Background: an optimization exercise with open tools, aiming at small area, a short achievable clock period and few clock cycles. Do not read the settings as production practice. The RTL was checked by simulation tests, not by an equivalence proof against the original design. No activity file was given, so power comes from the tool's default toggle rates.

## flow/design.v (module list and top-level ports; edited modules follow where they fit)
// module fa3: 6 lines
// module mj3: 5 lines
// module ao222n: 5 lines
// module ao22n: 5 lines
// module dot_s0: 1116 lines
// module dot_s1: 125 lines
// module dot_s2: 18 lines
// module convolution: 152 lines
module convolution(clk, reset, start, x, y, z, done, mem_rd_adr, mem_rd_data, out_we, out_adr, out_data);
  // ...
==> flow/run.sh <==
#!/bin/bash
# synth_recipe.tcl (not shown) runs the flow's synth.tcl, then flattens the netlist and writes it again
# the make line also repeats each setting of config.mk as NAME=value (left out here)
make -C /OpenROAD-flow-scripts/flow DESIGN_CONFIG=/design/flow/config.mk WORK_HOME=/design/flow/orfs CLKGATE_MAP_FILE= SYNTH_SCRIPT=/design/flow/synth_recipe.tcl finish
==> flow/config.mk <==
export PLATFORM = sky130hd
export DESIGN_NAME = convolution
export DESIGN_NICKNAME = convolution
export VERILOG_FILES = /design/flow/design.v
export SDC_FILE = /design/flow/constraint.sdc
export NUM_CORES = 4
export LEC_CHECK = 0
export CAP_MARGIN = 20
export CELL_PAD_IN_SITES_DETAIL_PLACEMENT = 1
export CELL_PAD_IN_SITES_GLOBAL_PLACEMENT = 1
export CORE_MARGIN = 2
export CORE_UTILIZATION = 40
export PLACE_DENSITY = 0.5
export SETUP_SLACK_MARGIN = 5
export SLEW_MARGIN = 50
export SYNTH_HIERARCHICAL = 1
==> flow/constraint.sdc <==
create_clock -name core_clock -period 9.0 [get_ports {clk}]
set_input_delay 1.8000 -clock core_clock [delete_from_list [all_inputs] [get_ports {clk}]]
set_output_delay 1.8000 -clock core_clock [all_outputs]
set_load 0.01 [all_outputs]
==> run summary, run 1 <==
count of antenna-violating nets left after detailed routing 0; per-instance average area after synthesis 13.0 um2; number of setup buffers added after CTS 0; hpwl dp 569000 um; overall die height 590 um; DRC violations left 0; power in sequential cells 0.0107 W; Final Hold Vio Count 0; number of standard-cell rows in the floorplan 215; clock tree from TritonCTS done; Leak Pwr 43.2 nW; kind of launch point of the worst setup path flip-flop; detailed-route wire length 766000 um; number of antenna repair diodes 58; first drt pass iteration count 17; setup repair after global routing missed its margin no; level count of the clock H-tree 5; number of cells traversed by the worst hold path 0; final-layout clock buffer total 386; clock root buffer master sky130_fd_sc_hd__clkbuf_16; cell area after placement 0.142 mm2; flop2flop setup slack 5.34 ns; peak-usage layer in the global routing report met2; cell internal pwr 0.0181 W; largest delay contributor family on the critical path buffers and inverters; share of the final layout cell area in sequential cells 32.0%; status finished clean; Max-cap violations 0; Peak VDD IR 0.000155 V; Met3 Routed Length 105000 um; number of sequential storage elements 2142; Max Clock Freq 269 MHz; I/O pin count 205; Comb power frac 11.4%; Buffers on Ports 204; filler cell count in the final layout 34900; Hold Slack 0.333 ns
Testbench counts, summed over its fixed seeds: cycles 9,456.
==> run 2: changes to the inputs <==
==> flow/flow/run.sh (new file) <==
#!/bin/bash
set -euo pipefail
bash standard.sh SETUP_SLACK_MARGIN=5.45 finish > flow_make.log 2>&1
==> flow/standard.sh (new file) <==
#!/bin/bash
# synth_recipe.tcl (not shown) runs the flow's synth.tcl, then flattens the netlist and writes it again
# the make line also repeats each setting of config.mk as NAME=value (left out here)
make -C /OpenROAD-flow-scripts/flow DESIGN_CONFIG=/design/flow/config.mk WORK_HOME=/design/flow/orfs CLKGATE_MAP_FILE= SYNTH_SCRIPT=/design/flow/synth_recipe.tcl "${@:-finish}"
--- a/flow/config.mk
+++ b/flow/config.mk
@@ -11,6 +11,5 @@
 export CORE_MARGIN = 2
 export CORE_UTILIZATION = 40
 export PLACE_DENSITY = 0.5
-export SETUP_SLACK_MARGIN = 5
-export SLEW_MARGIN = 50
+export SLEW_MARGIN = 20
 export SYNTH_HIERARCHICAL = 1
removed: flow/run.sh
==> run 2 against run 1 <==
Still clean on timing, DRC and antenna; cell area shrank 0.62%; sequential cell count did not move; non-clock buffer count down 30; cell count hardly changed; wire length barely moved; clock-buffer cell count down 1; clock skew is 0.0077 ns lower; area after synthesis unchanged; critical endpoint is now gen_f[0].pr1[150]; largest cell class unchanged.
==> run summary, run 2 <==
critical path capture point type flip-flop; number of buffers on the longest clock path 4; Slew Limit Headroom 9.13%; number of global-route vias before repair 110000; top library cells by usage in the layout, fill and taps aside sky130_fd_sc_hd__fa_1, sky130_fd_sc_hd__a222oi_1, sky130_fd_sc_hd__dfxtp_1; cell internal pwr 0.0179 W (-0.73%); Peak VDD IR 0.000131 V (-16%); count of antenna-violating nets left after detailed routing 0 (unchanged); warnings from Yosys 107; power spent charging and discharging nets 0.00697 W; number of standard-cell rows in the floorplan 215 (unchanged); nets 12500; aggregate global-route resource usage 43.0%; total power per unit cell area 165 mW/mm2; post-route cell area 0.151 mm2; hpwl dp 566000 um (-0.57%); clock tree from TritonCTS done; Comb power frac 11.0% (-0.4 points); data arrival time of the worst path 4.46 ns; pin count of the biggest net entering global routing 133; worst clock skew 0.0533 ns; final setup fails 0; per-instance average area after synthesis 13.0 um2 (unchanged); met1 wire length 281000 um; Crit Reg-Reg Startpoint T3[12][7]; Max Clock Freq 275 MHz (+2.2%); clock sink count 2142; Leak Pwr 43.4 nW (+0.38%); starting density of the core 40.1%; cell count of the worst reg-to-reg path 4; global-route wire length before repair 1000000 um; most common cell after layout, fill and taps aside sky130_fd_sc_hd__fa_1; Post-Synthesis Net Count 12700; first drt pass iteration count 15 (-2); layout-stage area growth over the synthesis result 9.49%; CTS buffer count 269; number of flip-flops in the largest register 668; endpoint of the lowest-slack register-to-register path gen_f[0].pr1[150]; detailed-route wire length 766000 um (about the same); register bank with the most flops gen_f.pr1; number of design-rule violations left by the first detailed-router iteration 26000; I/O pin count 205 (unchanged); crit path max fanout 16; non-filler cells in the finished layout 15300; cell area after placement 0.141 mm2 (-0.48%); class of the most critical setup path reg -> reg; measured slew at the worst slew-check pin 1.36 ns; RePlAce Congestion 1.04; Clk pwr share 45.9%; flop2flop setup slack 5.36 ns (+0.02 ns); routed via count divided by cell count 7.14; share of cells above drive strength 1 17.6%; Setup TNS Final 0 ns; standard cell core area 0.343 mm2; overall die height 590 um (unchanged); Buffers on Ports 204 (unchanged); Die Outline Area 0.349 mm2; number of hold buffers added after CTS 0; Final Hold Vio Count 0 (unchanged); Overflow after GRT 0; met2 layer wire length in the routed design 311000 um; Mapped Cells 10600; switch share 28.0%; clock root buffer master sky130_fd_sc_hd__clkbuf_16; period utilization 40.4%; setup repair after global routing missed its margin yes; Met3 Routed Length 106000 um (+0.91%); routed wirelength normalized by instance count 49.9 um; level count of the clock H-tree 5 (unchanged); placed instance count 14700; minimum clock period 3.64 ns; largest registers gen_f.pr1 x668, FW x512, R x512; overall via count from detail_route 109000; top sig layer met5; number of cells traversed by the worst hold path 0 (unchanged); Req. time, crit path 9.83 ns; kind of launch point of the worst setup path flip-flop; max-slew violation count 0; insertion delay of the later-clocked pin in the worst-skew pair 0.97 ns; initial antenna violation count 82; overall die width 590 um; hold wc startpoint R[60][5]; fraction of power consumed by sequential logic 43.2%; status finished clean; synthesized area 0.138 mm2; clock-pin transition on the worst setup and hold timing paths 0.07 ns; Hold Slack 0.329 ns (-0.00379 ns); hold endpoint R[59][5]; DRC violations left 0 (unchanged); Min-Delay Path Class reg -> reg; Max-cap violations 0 (unchanged)
run 2: worst max-delay path by stage:
| stage | startpoint | to | slack (ns) |
|---|---|---|---|
| after CTS | wadr[2] | out_adr[2] | 5.28 |
| after global routing | t[0] | ra[7] | 5.37 |
| final | T3[12][7] | gen_f[0].pr1[150] | 5.36 |
| after floorplan | frd | ra[7] | 3.31 |
| after detailed placement | mem_rd_data[28] | T3[15][8] | 4.53 |
| after global placement | mem_rd_data[28] | T3[15][8] | 4.52 |
run 2: timing repair:
| action | CTS | global route |
|---|---|---|
| setup endpoints to repair | 151 | 31 |
| resized for setup | 148 | 20 |
| pin swaps | 1 | 2 |
| buffers inserted | 6 | 7 |
run 2: critical path: stages (launching register included):
cell and delay, ns:
sky130_fd_sc_hd__dfxtp_2 1.16, sky130_fd_sc_hd__a222oi_1 0.51, sky130_fd_sc_hd__fa_1 0.69, sky130_fd_sc_hd__fa_1 0.67
sky130_fd_sc_hd__fa_1 0.45
run 2: layer usage:
metal / track usage [%] / up-vias
met5: 0.383 / -
met1: 53.2 / 57100
met4: 32.0 / 19
met2: 59.9 / 9238
met3: 17.4 / 2041
li1: - / 41000
run 2: final cells by class:
cell class | instances | area [um2]
Antenna cell | 87 | 218
Clock buffer | 385 | 7840
Clock inverter | 105 | 1220
Fill cell | 34900 | 192000
Inverter | 165 | 619
Multi-Input combinational cell | 7396 | 82400
Sequential cell | 2142 | 48400
Tap cell | 4557 | 5700
Timing Repair Buffer | 494 | 4150
run 2: stage by stage:
step	total power (W)	worst slack, ns	util (%)
finish	0.0249	5.36	43.9
global route	0.0256	5.37	43.9
CTS	0.0249	5.28	43.8
detailed placement	0.0137	4.53	41.2
global placement	0.0136	4.52	41.2
floorplan	0.0127	3.31	-
run 2: power groups by stage:
stage / logic [W] / registers, W / clock network (W)
6_report: 0.00274 / 0.0108 / 0.0114
5_1_grt: 0.00291 / 0.0108 / 0.0119
4_1_cts: 0.00267 / 0.0107 / 0.0115
3_5_place_dp: 0.00277 / 0.0110 / 0
3_3_place_gp: 0.00271 / 0.0109 / 0
2_1_floorplan: 0.00179 / 0.0109 / 0

[what the ideal ports hide]
The results above use ideal ports. As a check the final layouts listed here were re-extracted and re-timed, cells and wires unchanged. Step 1: set_driving_cell puts a clkbuf_16 on clk and a buf_2 on each other input, an assumption about the parent block. Step 2 also shifts input and output timing later by t, the mid clock arrival at the registers, as if the neighbouring blocks saw the same clock. Three values: ideal, step 1, step 2; two values: the first two.
run | t, ns | setup slack, ns | worst setup path at the end | cell pins on the clock port's net
run 1 | 1.052 | 5.281 / 5.172 / 4.513 | input to register | 1
run 2 | 1.067 | 5.362 / 5.362 / 4.577 | input to register | 1
After both steps every run listed still meets setup and hold. For run 2, which loses most, drivers alone change the setup slack by 0.000 ns; drivers and shift together by -0.785 ns.
